This is an optimization exercise on Yosys and OpenROAD, whose aim is small area, a short achievable clock period and few clock cycles, not a production implementation. In this exercise RTL edits were held to simulation tests only and were not proved equivalent to the original. Power figures rest on the tool's default switching activity, not on a simulated workload.

## flow/design.v (module list and top-level ports; edited modules follow where they fit)
// module fib: 144 lines
// module fib_rom: 1458 lines
module fib (
        ap_clk,
        ap_rst,
        ap_start,
        ap_done,
        ap_idle,
        ap_ready,
        n,
        ap_return
);
  // ...
==> flow/flow/run.sh <==
#!/bin/bash
# The standard layout, with plain buffers (rather than delay cells) on the ports, sizing free to
# change a cell's footprint, and no half/full-adder extraction in synthesis (the only adder is a
# 6-bit counter; extraction mostly turns XOR pairs of the table logic into half-adder cells).
set -euo pipefail
bash standard.sh \
  ADDER_MAP_FILE= \
  "BUFFER_PORTS_ARGS=-buffer_cell sky130_fd_sc_hd__buf_2" \
  MATCH_CELL_FOOTPRINT=0 \
  finish > standard_flow.log 2>&1
==> flow/standard.sh <==
#!/bin/bash
# synth_recipe.tcl (not shown) runs the flow's synth.tcl, then flattens the netlist and writes it again
# the make line also repeats each setting of config.mk as NAME=value (left out here)
make -C /OpenROAD-flow-scripts/flow DESIGN_CONFIG=/design/flow/config.mk WORK_HOME=/design/flow/orfs CLKGATE_MAP_FILE= SYNTH_SCRIPT=/design/flow/synth_recipe.tcl "${@:-finish}"
==> flow/config.mk <==
export PLATFORM = sky130hd
export DESIGN_NAME = fib
export DESIGN_NICKNAME = fib
export VERILOG_FILES = /design/flow/design.v
export SDC_FILE = /design/flow/constraint.sdc
export NUM_CORES = 4
export LEC_CHECK = 0
export ABC_AREA = 1
export CAP_MARGIN = 5
export CELL_PAD_IN_SITES_DETAIL_PLACEMENT = 1
export CELL_PAD_IN_SITES_GLOBAL_PLACEMENT = 2
export CORE_MARGIN = 2
export CORE_UTILIZATION = 30
export CTS_BUF_LIST = sky130_fd_sc_hd__clkbuf_8
export CTS_CLUSTER_SIZE = 20
export PLACE_DENSITY = 0.35
export SETUP_SLACK_MARGIN = 2.1
export SLEW_MARGIN = 5
==> flow/constraint.sdc <==
create_clock -name core_clock -period 4.5 [get_ports {ap_clk}]
set_input_delay 0.9000 -clock core_clock [delete_from_list [all_inputs] [get_ports {ap_clk}]]
set_output_delay 0.9000 -clock core_clock [all_outputs]
set_load 0.01 [all_outputs]
==> metrics.md, run 1 <==
| Metric | Value |
|---|---|
| Synth top area share | `37.3%` |
| Crit Reg-Reg Startpoint | `busy` |
| Non-filler cells, final | `2,047` |
| Reg2reg path depth | `6` |
| Count leader, synth | `nand2_1` |
| Clock latency (worst-skew pair) | `0.53 ns` |
| Die X | `179 um` |
| Layout fillers | `3,975` |
| Crit-path max FO | `11` |
| Final setup viols | `0` |
| Ys async rst share | `0%` |
| Synth Area in Adders | `0%` |
| Sequential cell area | `0.00348 mm^2` |
| All-Layer GR Usage | `43.2%` |
| Outcome | `complete, no violations` |
| Top power group | `sequential cells` |
| Compound-Gate Fraction of Synth Area | `16.8%` |
| Repair and plain buffers | `228` |
| Max Slew Vio Count | `0` |
| Min-Delay Path Depth | `0` |
| Worst-path clk slew | `0.11 ns` |
| Postcts setup bufs | `5` |
| Core area | `0.0304 mm^2` |
| Die Area | `0.0322 mm^2` |
| Critical-path cell list | `clkbuf_4, buf_6, nand2_2, buf_4, nand2_1, nand2_1, nor2_4, nand3_1, a21oi_2, buf_4, o21ai_0` |
| Clock Skews | `0.0280 ns` |
| Row count | `64` |
| Boundary pin count | `102` |
Testbench counts, summed over its fixed seeds: cycles 1,024.
==> inputs of run 2 (changes only) <==
--- a/flow/config.mk
+++ b/flow/config.mk
@@ -6,13 +6,14 @@
 export NUM_CORES = 4
 export LEC_CHECK = 0
 export ABC_AREA = 1
-export CAP_MARGIN = 5
+export CAP_MARGIN = 20
 export CELL_PAD_IN_SITES_DETAIL_PLACEMENT = 1
 export CELL_PAD_IN_SITES_GLOBAL_PLACEMENT = 2
 export CORE_MARGIN = 2
 export CORE_UTILIZATION = 30
 export CTS_BUF_LIST = sky130_fd_sc_hd__clkbuf_8
-export CTS_CLUSTER_SIZE = 20
+export CTS_CLUSTER_DIAMETER = 40
+export CTS_CLUSTER_SIZE = 12
 export PLACE_DENSITY = 0.35
 export SETUP_SLACK_MARGIN = 2.1
-export SLEW_MARGIN = 5
+export SLEW_MARGIN = 20
==> metrics.md, run 2 <==
| Metric | Value |
|---|---|
| Antenna violations before repair | `4 (unchanged)` |
| Peak Freq | `397 MHz (unchanged)` |
| Non-filler cells, final | `2,047 (unchanged)` |
| Initial DRC count | `1,943 (unchanged)` |
| Critical Path End Type | `register (unchanged)` |
| Crit-path max FO | `11 (unchanged)` |
| Peak supply drop | `0.245 mV (unchanged)` |
| Post-Place Cells | `2,003 (unchanged)` |
| Outcome | `complete, no violations (unchanged)` |
| Synth top area share | `37.3% (unchanged)` |
| Total clock sinks | `173 (unchanged)` |
| Count leader, synth | `nand2_1 (unchanged)` |
| Max Root-Sink Buffers | `2 (unchanged)` |
| Max stage delay on crit path | `0.27 ns (about the same)` |
| Reg2reg path depth | `6 (unchanged)` |
| R2r setup slk | `2.30 ns (about the same)` |
| Die X | `179 um (unchanged)` |
| Lkg Pwr | `5.76 nW (unchanged)` |
| Net Switching | `1.76 mW (unchanged)` |
| Die H | `179 um (unchanged)` |
| Cts bufs inserted | `17 (unchanged)` |
| Net Count, Synth | `1,495 (unchanged)` |
| Via-per-instance ratio | `6.13 (unchanged)` |
| Worst path required time | `4.91 ns (about the same)` |
| Vias in the first global route | `12,400 (unchanged)` |
| WP buf/inv | `4 (unchanged)` |
| CP Class | `in -> reg (unchanged)` |
| DPL Wire Length | `52,900 um (unchanged)` |
| Hold Violations, Final | `0 (unchanged)` |
| Core area | `0.0304 mm^2 (unchanged)` |
| Count of buffers from port buffering | `101 (unchanged)` |
| Fin Hold WS | `0.314 ns (unchanged)` |
| Pwr Density | `364 mW/mm^2 (unchanged)` |
| Syn Std Cell Area | `0.00923 mm^2 (unchanged)` |
| Logic pwr share | `31.7% (about the same)` |
| Max Slew Vio Count | `0 (unchanged)` |
| Net count, final | `1,674 (unchanged)` |
| Clock Skews | `0.0280 ns (unchanged)` |
| Root Buffer Master | `clkbuf_8 (unchanged)` |
| Slowest CP cell | `a21oi_2 (unchanged)` |
| WP data arrival | `2.93 ns (about the same)` |
| Largest regs | `a: 64 flops, b: 64 flops, r: 32 flops (unchanged)` |
| Post-DRT Antenna Nets | `0 (unchanged)` |
| Final worst path period share | `55.9% (unchanged)` |
| Post-synth EDFFs | `1 (unchanged)` |
| Mean Syn Cell Area | `6.32 um^2 (unchanged)` |
| Grt total ovfl | `0 (unchanged)` |
| Crit path time final | `2.52 ns (unchanged)` |
| Slew HR | `45.7% (unchanged)` |
| Vias | `12,500 (unchanged)` |
| Register bit total from synthesis | `173 (unchanged)` |
| Final core utilization | `38.9% (unchanged)` |
| Largest net degree at the start of global routing | `70 (unchanged)` |
| Tightest Pin Transition | `0.814 ns (unchanged)` |
| Int Power | `2.55 mW (unchanged)` |
| Remaining DRCs | `0 (unchanged)` |
| Distinct cell type count after synthesis | `43 (unchanged)` |
| Min-Delay Path Depth | `0 (unchanged)` |
| Ys async rst share | `0% (unchanged)` |
| CTS tree | `yes (unchanged)` |
| Critical path's top delay family | `buffers and inverters (unchanged)` |
| Boundary pin count | `102 (unchanged)` |
| Row count | `64 (unchanged)` |
| Crit Reg-Reg Startpoint | `busy (unchanged)` |
| Critical Path Start Type | `primary input (unchanged)` |
| Setup TNS | `0 ns (unchanged)` |
| Hold path start | `b[43] (unchanged)` |
| Area leader, netlist | `dfxtp_1 (unchanged)` |
| Most frequent cells in the layout | `nand2_1 (435), dfxtp_1 (171), nand3_1 (153) (unchanged)` |
| Final setup viols | `0 (unchanged)` |
| Total wire length | `70,100 um (unchanged)` |
| Hold crit path type | `reg -> reg (unchanged)` |
| Hold worst-path end | `b[42] (unchanged)` |
| All-Layer GR Usage | `43.2% (unchanged)` |
| WL/cell | `34.2 um (unchanged)` |
| Flop pwr share | `42.2% (about the same)` |
| Layout cells sized above 1 | `23.1% (unchanged)` |
| Clock latency (worst-skew pair) | `0.53 ns (about the same)` |
| Worst-path clk slew | `0.11 ns (about the same)` |
| Most common cell after layout, fill and taps aside | `nand2_1 (unchanged)` |
| Sw frac | `40.9% (unchanged)` |
| Share of total power in the clock network | `26.1% (about the same)` |
| MaxCap Viol Count | `0 (unchanged)` |
| Total power | `4.31 mW (unchanged)` |
| Routability cong. | `1.14 (unchanged)` |
| Dominant synthesized flop cell | `dfxtp_1 (unchanged)` |
| First-pass GRT wire length | `97,600 um (unchanged)` |
| RSZ-0062 raised after global routing | `yes (unchanged)` |
| Reg-to-reg endpoint | `a[37] (unchanged)` |
| DRT Pass-1 Iters | `8 (unchanged)` |
| Critical-path cell list | `clkbuf_4, buf_6, nand2_2, buf_4, nand2_1, nand2_1, nor2_4, nand3_1, a21oi_2, buf_4, o21ai_0 (unchanged)` |
| Cells after synthesis | `1,460 (unchanged)` |
| Area growth syn-to-layout | `28.4% (unchanged)` |
| Synth cell count leaders | `nand2_1 (465), dfxtp_1 (172), nand3_1 (162) (unchanged)` |
| Initial core utilization | `30.3% (unchanged)` |
| Synth top area cells | `dfxtp_1 (37%), nand2_1 (19%), nand3_1 (8.8%), o21ai_0 (6.2%), nor2_1 (5.5%) (unchanged)` |
| Sequential cell area fraction in the yosys report | `37.6% (unchanged)` |
| Die Area | `0.0322 mm^2 (unchanged)` |
| H-tree depth | `4 (unchanged)` |
| YS warnings | `1 (unchanged)` |
| # diodes | `0 (unchanged)` |
[run 2: cell counts in the layout (fill, tap and decap cells not counted)]
Identical to the previous run, type by type.
[run 2: worst max path at each step]
stage	from	to	slack, ns	depth (start not counted)
2_1_floorplan	n[1]	a[1]	2.28	12
3_3_place_gp	n[3]	a[20]	0.67	12
3_5_place_dp	n[3]	a[20]	0.81	12
4_1_cts	n[3]	a[20]	2.02	15
5_1_grt	n[1]	a[12]	2.02	12
6_report	n[1]	a[44]	1.98	11
[run 2: per-stage QoR]
stage	setup WS [ns]	cell area [um^2]
final	1.98	11900
after global routing	2.02	11900
after CTS	2.02	11500
after detailed placement	0.808	10800
after global placement	0.669	10800
after floorplan	2.28	9230
[run 2: power groups by stage]
stage	clock (mW)	sequential, mW	combinational [mW]
after detailed placement	0	1.85	1.20
after CTS	1.14	1.82	1.25
after floorplan	0	1.85	0.535
after global routing	1.20	1.84	1.40
after global placement	0	1.85	1.22
final	1.13	1.82	1.37
[run 2: logic make-up (layout without fill, tap and decap cells)]
group | count (synthesis) | in the layout | synth area share [%]
compound gates | 275 | 275 | 16.8
flops | 173 | 173 | 37.6
xor+xnor | 2 | 2 | 0.190
simple gates | 826 | 826 | 37.5
buf+inv | 184 | 375 | 7.95
[run 2: cell type report]
cell class,count,area (um^2)
Fill cell,3975,18600
Multi-Input combinational cell,1103,5440
Sequential cell,173,3480
Timing Repair Buffer,228,1600
Tap cell,396,495
Inverter,116,472
Clock buffer,17,234
Clock inverter,14,133
[run 2: layer usage]
layer,part of all wire (%),vias up,wire length (um),GRT usage (%)
met1,37,5922,26200,52.4
li1,-,5199,-,-
met4,9.9,4,6950,33.3
met5,0.033,-,23,0
met3,13,371,9320,17.4
met2,39,1049,27600,60.5
[run 2: repair_timing]
item / 4_1_cts / 5_1_grt
gates resized for setup: 71 / 87
pin swaps: 1 / 6
endpoints found under the setup margin: 54 / 47
hold buffers: 0 / 0
setup buffers: 5 / 7
endpoints found under the hold margin: 0 / 0
cloned: 1 / 0
==> inputs of run 3 (changes only) <==
==> flow/config.mk (replaced) <==
export PLATFORM = sky130hd
export DESIGN_NAME = fib
export DESIGN_NICKNAME = fib
export VERILOG_FILES = /design/flow/design.v
export SDC_FILE = /design/flow/constraint.sdc
export NUM_CORES = 4
export LEC_CHECK = 0
export ABC_AREA = 1
export CAP_MARGIN = 20
export CORE_MARGIN = 2
export CORE_UTILIZATION = 30
export CTS_BUF_LIST = sky130_fd_sc_hd__clkbuf_8
export CTS_CLUSTER_SIZE = 20
export PLACE_DENSITY = 0.35
export SETUP_SLACK_MARGIN = 2.1
export SLEW_MARGIN = 20
==> metrics.md, run 3 <==
| Metric | Value |
|---|---|
| Die X | `179 um (unchanged)` |
| Layout cells sized above 1 | `22.4% (was 23.1%)` |
| Sequential cell area fraction in the yosys report | `37.6% (unchanged)` |
| Area growth syn-to-layout | `28.1% (was 28.4%)` |
| Met3 Track Usage GR | `14.6% (was 17.4%)` |
| Area leader, netlist | `dfxtp_1 (unchanged)` |
| Vias in the first global route | `11,900 (was 12,400)` |
| Sw frac | `40.1% (was 40.9%)` |
| Remaining DRCs | `0 (unchanged)` |
| Max Slew Vio Count | `0 (unchanged)` |
| Count of buffers from port buffering | `101 (unchanged)` |
| Crit path to | `a[50] (was a[44])` |
| Grt total ovfl | `0 (unchanged)` |
| Tightest Pin Transition | `0.890 ns (was 0.814 ns)` |
| Syn Std Cell Area | `0.00923 mm^2 (unchanged)` |
| Crit-path max FO | `12 (was 11)` |
| Distinct cell type count after synthesis | `43 (unchanged)` |
| Initial DRC count | `1,882 (was 1,943)` |
| Critical Path End Type | `register (unchanged)` |
| Total clock sinks | `173 (unchanged)` |
| RSZ-0062 raised after global routing | `yes (unchanged)` |
| Cts bufs inserted | `17 (unchanged)` |
| Clock latency (worst-skew pair) | `0.52 ns (was 0.53 ns)` |
| Placement-stage cell area | `0.0109 mm^2 (was 0.0108 mm^2)` |
| Die Area | `0.0322 mm^2 (unchanged)` |
| Net Switching | `1.72 mW (was 1.76 mW)` |
| DPL Wire Length | `52,000 um (was 52,900 um)` |
| Synth top area share | `37.3% (unchanged)` |
| Cells after synthesis | `1,460 (unchanged)` |
| GRT met1 Usage | `53.4% (was 52.4%)` |
| Most common cell after layout, fill and taps aside | `nand2_1 (unchanged)` |
| Max stage delay on crit path | `0.38 ns (was 0.27 ns)` |
| Reg2reg path depth | `3 (was 6)` |
| Logic pwr share | `31.2% (was 31.7%)` |
| Most frequent cells in the layout | `nand2_1 (440), dfxtp_1 (171), nand3_1 (156) (was nand2_1 (435), dfxtp_1 (171), nand3_1 (153))` |
| Hold path start | `b[59] (was b[43])` |
| MaxCap Viol Count | `0 (unchanged)` |
| Clock Skews | `0.0224 ns (was 0.0280 ns)` |
| Peak Freq | `405 MHz (was 397 MHz)` |
| Ys async rst share | `0% (unchanged)` |
| Dominant synthesized flop cell | `dfxtp_1 (unchanged)` |
| Final core utilization | `38.9% (about the same)` |
| Hold Violations, Final | `0 (unchanged)` |
| Setup TNS | `0 ns (unchanged)` |
| Share of total power in the clock network | `26.1% (about the same)` |
| Synth top area cells | `dfxtp_1 (37%), nand2_1 (19%), nand3_1 (8.8%), o21ai_0 (6.2%), nor2_1 (5.5%) (unchanged)` |
| Crit Reg-Reg Startpoint | `busy (unchanged)` |
| Final worst path period share | `54.9% (was 55.9%)` |
| First-pass GRT wire length | `94,200 um (was 97,600 um)` |
| Initial core utilization | `30.3% (unchanged)` |
| Count leader, synth | `nand2_1 (unchanged)` |
| Pwr Density | `362 mW/mm^2 (was 364 mW/mm^2)` |
| Core area | `0.0304 mm^2 (unchanged)` |
| Crit. Startpoint | `n[2] (was n[1])` |
| CP Class | `in -> reg (unchanged)` |
| Slowest CP cell | `nor2_4 (was a21oi_2)` |
| Antenna violations before repair | `5 (was 4)` |
| Flop pwr share | `42.7% (was 42.2%)` |
| Register bit total from synthesis | `173 (unchanged)` |
| Int Power | `2.56 mW (was 2.55 mW)` |
| Net Count, Synth | `1,495 (unchanged)` |
| Max Root-Sink Buffers | `2 (unchanged)` |
| Outcome | `complete, no violations (unchanged)` |
| Top Usage Layer GRT | `met2 (unchanged)` |
| Mean Syn Cell Area | `6.32 um^2 (unchanged)` |
| Vias | `12,500 (about the same)` |
| Lkg Pwr | `5.77 nW (was 5.76 nW)` |
| Die H | `179 um (unchanged)` |
| H-tree depth | `4 (unchanged)` |
| Worst path required time | `4.95 ns (was 4.91 ns)` |
| Critical-path cell list | `buf_2, buf_12, nor2_4, nand2_1, nand2_4, inv_1, o31ai_1, o2111ai_2, nand2_1 (was clkbuf_4, buf_6, nand2_2, buf_4, nand2_1, nand2_1, nor2_4, nand3_1, a21oi_2, buf_4, o21ai_0)` |
| Post-DRT Antenna Nets | `0 (unchanged)` |
| Crit path time final | `2.47 ns (was 2.52 ns)` |
| Total wire length | `68,800 um (was 70,100 um)` |
| R2r setup slk | `2.22 ns (was 2.30 ns)` |
| Post-synth EDFFs | `1 (unchanged)` |
| Routability cong. | `1.14 (about the same)` |
| All-Layer GR Usage | `41.9% (was 43.2%)` |
| YS warnings | `1 (unchanged)` |
| Boundary pin count | `102 (unchanged)` |
| Crit-path most repeated cell | `nand2_1` |
| Final setup viols | `0 (unchanged)` |
| Root Buffer Master | `clkbuf_8 (unchanged)` |
| Largest net degree at the start of global routing | `70 (unchanged)` |
| Slew HR | `40.1% (was 45.7%)` |
| Worst-path clk slew | `0.10 ns (was 0.11 ns)` |
| Net count, final | `1,680 (was 1,674)` |
| Critical Path Start Type | `primary input (unchanged)` |
| CTS tree | `yes (unchanged)` |
| WP data arrival | `2.92 ns (was 2.93 ns)` |
| WL/cell | `33.4 um (was 34.2 um)` |
| Peak supply drop | `0.236 mV (was 0.245 mV)` |
| DRT Pass-1 Iters | `7 (was 8)` |
| Fin Hold WS | `0.327 ns (was 0.314 ns)` |
| Via-per-instance ratio | `6.07 (was 6.13)` |
| Fin area | `0.0118 mm^2 (was 0.0119 mm^2)` |
| Grt met2 use | `58.7% (was 60.5%)` |
| Hold crit path type | `reg -> reg (unchanged)` |
| Synth cell count leaders | `nand2_1 (465), dfxtp_1 (172), nand3_1 (162) (unchanged)` |
| Row count | `64 (unchanged)` |
| Largest regs | `a: 64 flops, b: 64 flops, r: 32 flops (unchanged)` |
| Reg-to-reg endpoint | `r[0] (was a[37])` |
run 3: changes by cell type in the layout (fill, tap and decap cells not counted), sizes merged:
cell	change
buf	+7
diode	+5
inv	-5
clkinv	+4
clkinvlp	+1
run 3: metrics by stage:
stage / instances / total power [mW] / setup WS (ns)
CTS: 2047 / 4.20 / 2.07
global route: 2055 / 4.42 / 2.04
detailed placement: 2006 / 3.05 / 0.665
global placement: 2006 / 3.08 / 0.542
finish: 2059 / 4.28 / 2.03
floorplan: 1460 / 2.38 / 2.28
run 3: how the worst min path moves through the flow:
| stage | end | slack (ns) | cells after the start |
|---|---|---|---|
| final | b[58] | 0.33 | 0 |
| after global routing | b[10] | 0.34 | 0 |
| after CTS | b[58] | 0.33 | 0 |
| after detailed placement | b[2] | 0.31 | 0 |
| after global placement | b[33] | 0.31 | 0 |
| after floorplan | b[0] | 0.31 | 0 |
run 3: timing repair:
item / 4_1_cts / 5_1_grt
setup buffers: 8 / 7
gates cloned: 1 / 0
setup endpoints to repair: 61 / 49
gates resized for setup: 73 / 63
hold endpoints to repair: 0 / 0
hold buffers: 0 / 0
pin swaps: 1 / 9
run 3: cells by family after synthesis:
kind of cell | after synthesis | synth area share, %
simple gates | 826 | 37.5
compound gates | 275 | 16.8
buf+inv | 184 | 7.95
flops | 173 | 37.6
xor+xnor | 2 | 0.190
run 3: power groups by stage:
stage,combinational (mW),sequential (mW),clock [mW]
2_1_floorplan,0.535,1.85,0
3_3_place_gp,1.22,1.86,0
3_5_place_dp,1.19,1.86,0
4_1_cts,1.23,1.83,1.15
5_1_grt,1.38,1.84,1.19
6_report,1.34,1.83,1.12
run 3: worst max-delay path: cells and delay by family:
| kind | cells | cell delay (ns) |
|---|---|---|
| buffers and inverters | 3 | 0.41 |
| AND/OR/NAND/NOR | 4 | 1.08 |
| AO/OA/AOI/OAI | 2 | 0.51 |
run 3: area by class of cell:
cell class / instances / area [um^2]
Fill cell: 3406 / 18600
Multi-Input combinational cell: 1103 / 5340
Sequential cell: 173 / 3480
Timing Repair Buffer: 234 / 1640
Tap cell: 396 / 495
Inverter: 116 / 477
Clock buffer: 18 / 248
Clock inverter: 14 / 135
Antenna cell: 5 / 12.5
run 3: layer usage:
| metal | routed length [um] | vias to the layer above |
|---|---|---|
| li1 | - | 5214 |
| met5 | 106 | - |
| met2 | 27200 | 1067 |
| met4 | 5780 | 7 |
| met1 | 26900 | 5902 |
| met3 | 8800 | 301 |
==> inputs of run 4 (changes only) <==
--- a/flow/config.mk
+++ b/flow/config.mk
@@ -12,5 +12,5 @@
 export CTS_BUF_LIST = sky130_fd_sc_hd__clkbuf_8
 export CTS_CLUSTER_SIZE = 20
 export PLACE_DENSITY = 0.35
-export SETUP_SLACK_MARGIN = 2.1
+export SETUP_SLACK_MARGIN = 2.2
 export SLEW_MARGIN = 20
==> metrics.md, run 4 <==
| Metric | Value |
|---|---|
| Cells after synthesis | `1,460 (unchanged)` |
| Crit-path most repeated cell | `nand2_1 (unchanged)` |
| Crit path time final | `2.39 ns (was 2.47 ns)` |
| Boundary pin count | `102 (unchanged)` |
| Max Slew Vio Count | `0 (unchanged)` |
| Pwr Density | `356 mW/mm^2 (was 362 mW/mm^2)` |
| Routability cong. | `1.14 (unchanged)` |
| Outcome | `complete, no violations (unchanged)` |
| Die X | `179 um (unchanged)` |
| WP data arrival | `2.81 ns (was 2.92 ns)` |
| Non-filler cells, final | `2,072 (was 2,059)` |
| Critical Path Start Type | `primary input (unchanged)` |
| Clock latency (worst-skew pair) | `0.51 ns (was 0.52 ns)` |
| Slowest CP cell | `nand3_1 (was nor2_4)` |
| Vias in the first global route | `12,000 (was 11,900)` |
| Grt total ovfl | `0 (unchanged)` |
| Antenna violations before repair | `5 (unchanged)` |
| Post-DRT Antenna Nets | `0 (unchanged)` |
| Slew HR | `42.5% (was 40.1%)` |
| Core area | `0.0304 mm^2 (unchanged)` |
| Layout cells sized above 1 | `25.4% (was 22.4%)` |
| Clock Skews | `0.0228 ns (was 0.0224 ns)` |
| Total clock sinks | `173 (unchanged)` |
| Synth cell count leaders | `nand2_1 (465), dfxtp_1 (172), nand3_1 (162) (unchanged)` |
| Initial DRC count | `1,778 (was 1,882)` |
| Setup TNS | `0 ns (unchanged)` |
| Most common cell after layout, fill and taps aside | `nand2_1 (unchanged)` |
| Hold Violations, Final | `0 (unchanged)` |
| Worst path required time | `4.91 ns (was 4.95 ns)` |
| Register bit total from synthesis | `173 (unchanged)` |
| Largest net degree at the start of global routing | `70 (unchanged)` |
| YS warnings | `1 (unchanged)` |
| Sequential cell area fraction in the yosys report | `37.6% (unchanged)` |
| Syn Std Cell Area | `0.00923 mm^2 (unchanged)` |
| Max Root-Sink Buffers | `2 (unchanged)` |
| Die H | `179 um (unchanged)` |
| Synth Area in Adders | `0% (unchanged)` |
| H-tree depth | `4 (unchanged)` |
| DRT Pass-1 Iters | `8 (was 7)` |
| Post-synth EDFFs | `1 (unchanged)` |
| Peak supply drop | `0.234 mV (was 0.236 mV)` |
| Synth top area share | `37.3% (unchanged)` |
| Post-Place Cells | `2,006 (unchanged)` |
| Vias | `12,500 (about the same)` |
| Combinational family with the most area after synthesis | `simple AND/OR/NAND/NOR gates (unchanged)` |
| Final worst path period share | `53.2% (was 54.9%)` |
| Area growth syn-to-layout | `31.2% (was 28.1%)` |
| CP Class | `in -> reg (unchanged)` |
| Layout fillers | `3,391 (was 3,406)` |
| Critical Path End Type | `register (unchanged)` |
| Count leader, synth | `nand2_1 (unchanged)` |
| Xor and xnor fraction of the mapped netlist area | `0.190% (unchanged)` |
| Crit-path max FO | `12 (unchanged)` |
| Lkg Pwr | `5.86 nW (was 5.77 nW)` |
| Dominant synthesized flop cell | `dfxtp_1 (unchanged)` |
| Synth top area cells | `dfxtp_1 (37%), nand2_1 (19%), nand3_1 (8.8%), o21ai_0 (6.2%), nor2_1 (5.5%) (unchanged)` |
| RSZ-0062 raised after global routing | `yes (unchanged)` |
| Compound-Gate Fraction of Synth Area | `16.8% (unchanged)` |
| Most frequent cells in the layout | `nand2_1 (424), dfxtp_1 (171), nand3_1 (155) (was nand2_1 (440), dfxtp_1 (171), nand3_1 (156))` |
| Cts hold-fix bufs | `0 (unchanged)` |
| Hold crit path type | `reg -> reg (unchanged)` |
| Via-per-instance ratio | `6.04 (was 6.07)` |
| Largest regs | `a: 64 flops, b: 64 flops, r: 32 flops (unchanged)` |
| Mean Syn Cell Area | `6.32 um^2 (unchanged)` |
| Final setup viols | `0 (unchanged)` |
| CTS tree | `yes (unchanged)` |
| Area leader, netlist | `dfxtp_1 (unchanged)` |
| MaxCap Viol Count | `0 (unchanged)` |
| Ys async rst share | `0% (unchanged)` |
| WL/cell | `33.2 um (was 33.4 um)` |
| All-Layer GR Usage | `42.0% (was 41.9%)` |
| Root Buffer Master | `clkbuf_8 (unchanged)` |
| Row count | `64 (unchanged)` |
| Peak Freq | `418 MHz (was 405 MHz)` |
| Remaining DRCs | `0 (unchanged)` |
| Initial core utilization | `30.3% (unchanged)` |
| Multiplexer area fraction after synthesis | `0% (unchanged)` |
| DPL Wire Length | `52,000 um (unchanged)` |
| Net Count, Synth | `1,495 (unchanged)` |
| Count of buffers from port buffering | `101 (unchanged)` |
| Simple-Gate Fraction of Synth Area | `37.5% (unchanged)` |
| Worst-path clk slew | `0.11 ns (was 0.10 ns)` |
| Max stage delay on crit path | `0.31 ns (was 0.38 ns)` |
| Tightest Pin Transition | `0.854 ns (was 0.890 ns)` |
| Die Area | `0.0322 mm^2 (unchanged)` |
| Distinct cell type count after synthesis | `43 (unchanged)` |
| Critical path's top delay family | `simple AND/OR/NAND/NOR gates (unchanged)` |
| Net count, final | `1,694 (was 1,680)` |
| First-pass GRT wire length | `94,500 um (was 94,200 um)` |
| Total wire length | `68,800 um (about the same)` |
| Total power | `4.31 mW (was 4.28 mW)` |
| WP buf/inv | `3 (unchanged)` |
| Critical-path cell list | `buf_2, buf_12, buf_4, nor2_4, nand2_1, nand3_1, nand2_1, nand2_1, nand2_1, a21oi_1, nor2_1 (was buf_2, buf_12, nor2_4, nand2_1, nand2_4, inv_1, o31ai_1, o2111ai_2, nand2_1)` |
| Cts bufs inserted | `17 (unchanged)` |
## run 4: final timing paths
check	start	to	slack, ns	cells past startpoint
max	n[2]	a[7]	2.11	11
min	b[59]	b[58]	0.33	0
max reg2reg	busy	done_r	2.42	8
min reg2reg	b[59]	b[58]	0.33	0
## run 4: timing repair
| item | in CTS | in global routing |
|---|---|---|
| pin swaps | 6 | 10 |
| setup endpoints to repair | 62 | 59 |
| gates resized for setup | 99 | 93 |
| setup buffers | 15 | 14 |
| gates cloned | 1 | 0 |
## run 4: power breakdown
group | internal [mW] | total, mW | switching, mW
sequential | 1.72 | 1.83 | 0.111
combinational | 0.404 | 1.37 | 0.969
clock | 0.464 | 1.11 | 0.651
## run 4: worst reg2reg max path, cell delays in order, from the launching register on
cell,delay (ns)
dfxtp_4,0.79
inv_2,0.08
buf_4,0.39
nor2_1,0.21
inv_1,0.10
a21oi_1,0.11
o21ai_0,0.09
o22a_1,0.20
nor2_1,0.07
## run 4: kinds of logic after synthesis
logic type | count (synthesis)
flops | 173
simple gates | 826
xor+xnor | 2
compound gates | 275
buf+inv | 184
## run 4: layout make-up
type	count	area (um^2)	area share (%)
Clock inverter	14	135	1.12
Inverter	116	487	4.02
Tap cell	396	495	4.09
Antenna cell	4	10.0	0.0827
Timing Repair Buffer	248	1790	14.8
Clock buffer	18	248	2.05
Multi-Input combinational cell	1103	5460	45.1
Sequential cell	173	3480	28.7
## run 4: through the flow
step	hold slack [ns]	util [%]	setup WS [ns]	cell area, um^2
after detailed placement	0.312	35.7	0.665	10900
after global routing	0.339	39.8	2.13	12100
after CTS	0.330	38.4	2.11	11700
final	0.327	39.8	2.11	12100
after floorplan	0.310	-	2.28	9230
after global placement	0.309	35.7	0.542	10900
## run 4: metal layers
layer  global-route usage [%]  routed length (um)  up-vias
met5                     1.78                 101        -
met2                     58.5               26600     1090
met1                     52.8               27000     5832
met3                     15.7                8920      335
met4                     30.1                6190        4
li1                         -                   -     5253

==> re-timing with driven ports <==
The flow's constraints put no driver on any port. The routed layouts listed below were extracted and timed again, unchanged, in two steps.
Step 1: set_driving_cell puts a clkbuf_16 on ap_clk and a buf_2 on each other input, an assumption about the parent block.
Step 2 adds t to the input delays and takes it off the output delays; t is the mean of the earliest and latest rising clock arrival at the registers after step 1. Input paths then give back, and output paths get back, about the clock's delay inside the block.
Three values: ideal, step 1, step 2; two values: the first two.
| run | t, ns | slack for setup (ns) | worst hold slack (ns) | worst slew at a driven data input, ns |
|---|---|---|---|---|
| run 1 | 0.567 | 1.983 / 1.994 / 1.427 | 0.314 / 0.314 / 0.314 | 0.04 |
| run 2 | 0.567 | 1.983 / 1.994 / 1.427 | 0.314 / 0.314 / 0.314 | 0.04 |
| run 3 | 0.558 | 2.028 / 2.039 / 1.481 | 0.327 / 0.327 / 0.327 | 0.06 |
| run 4 | 0.551 | 2.106 / 2.113 / 1.562 | 0.327 / 0.327 / 0.327 | 0.07 |
After both steps every run listed still meets setup and hold.
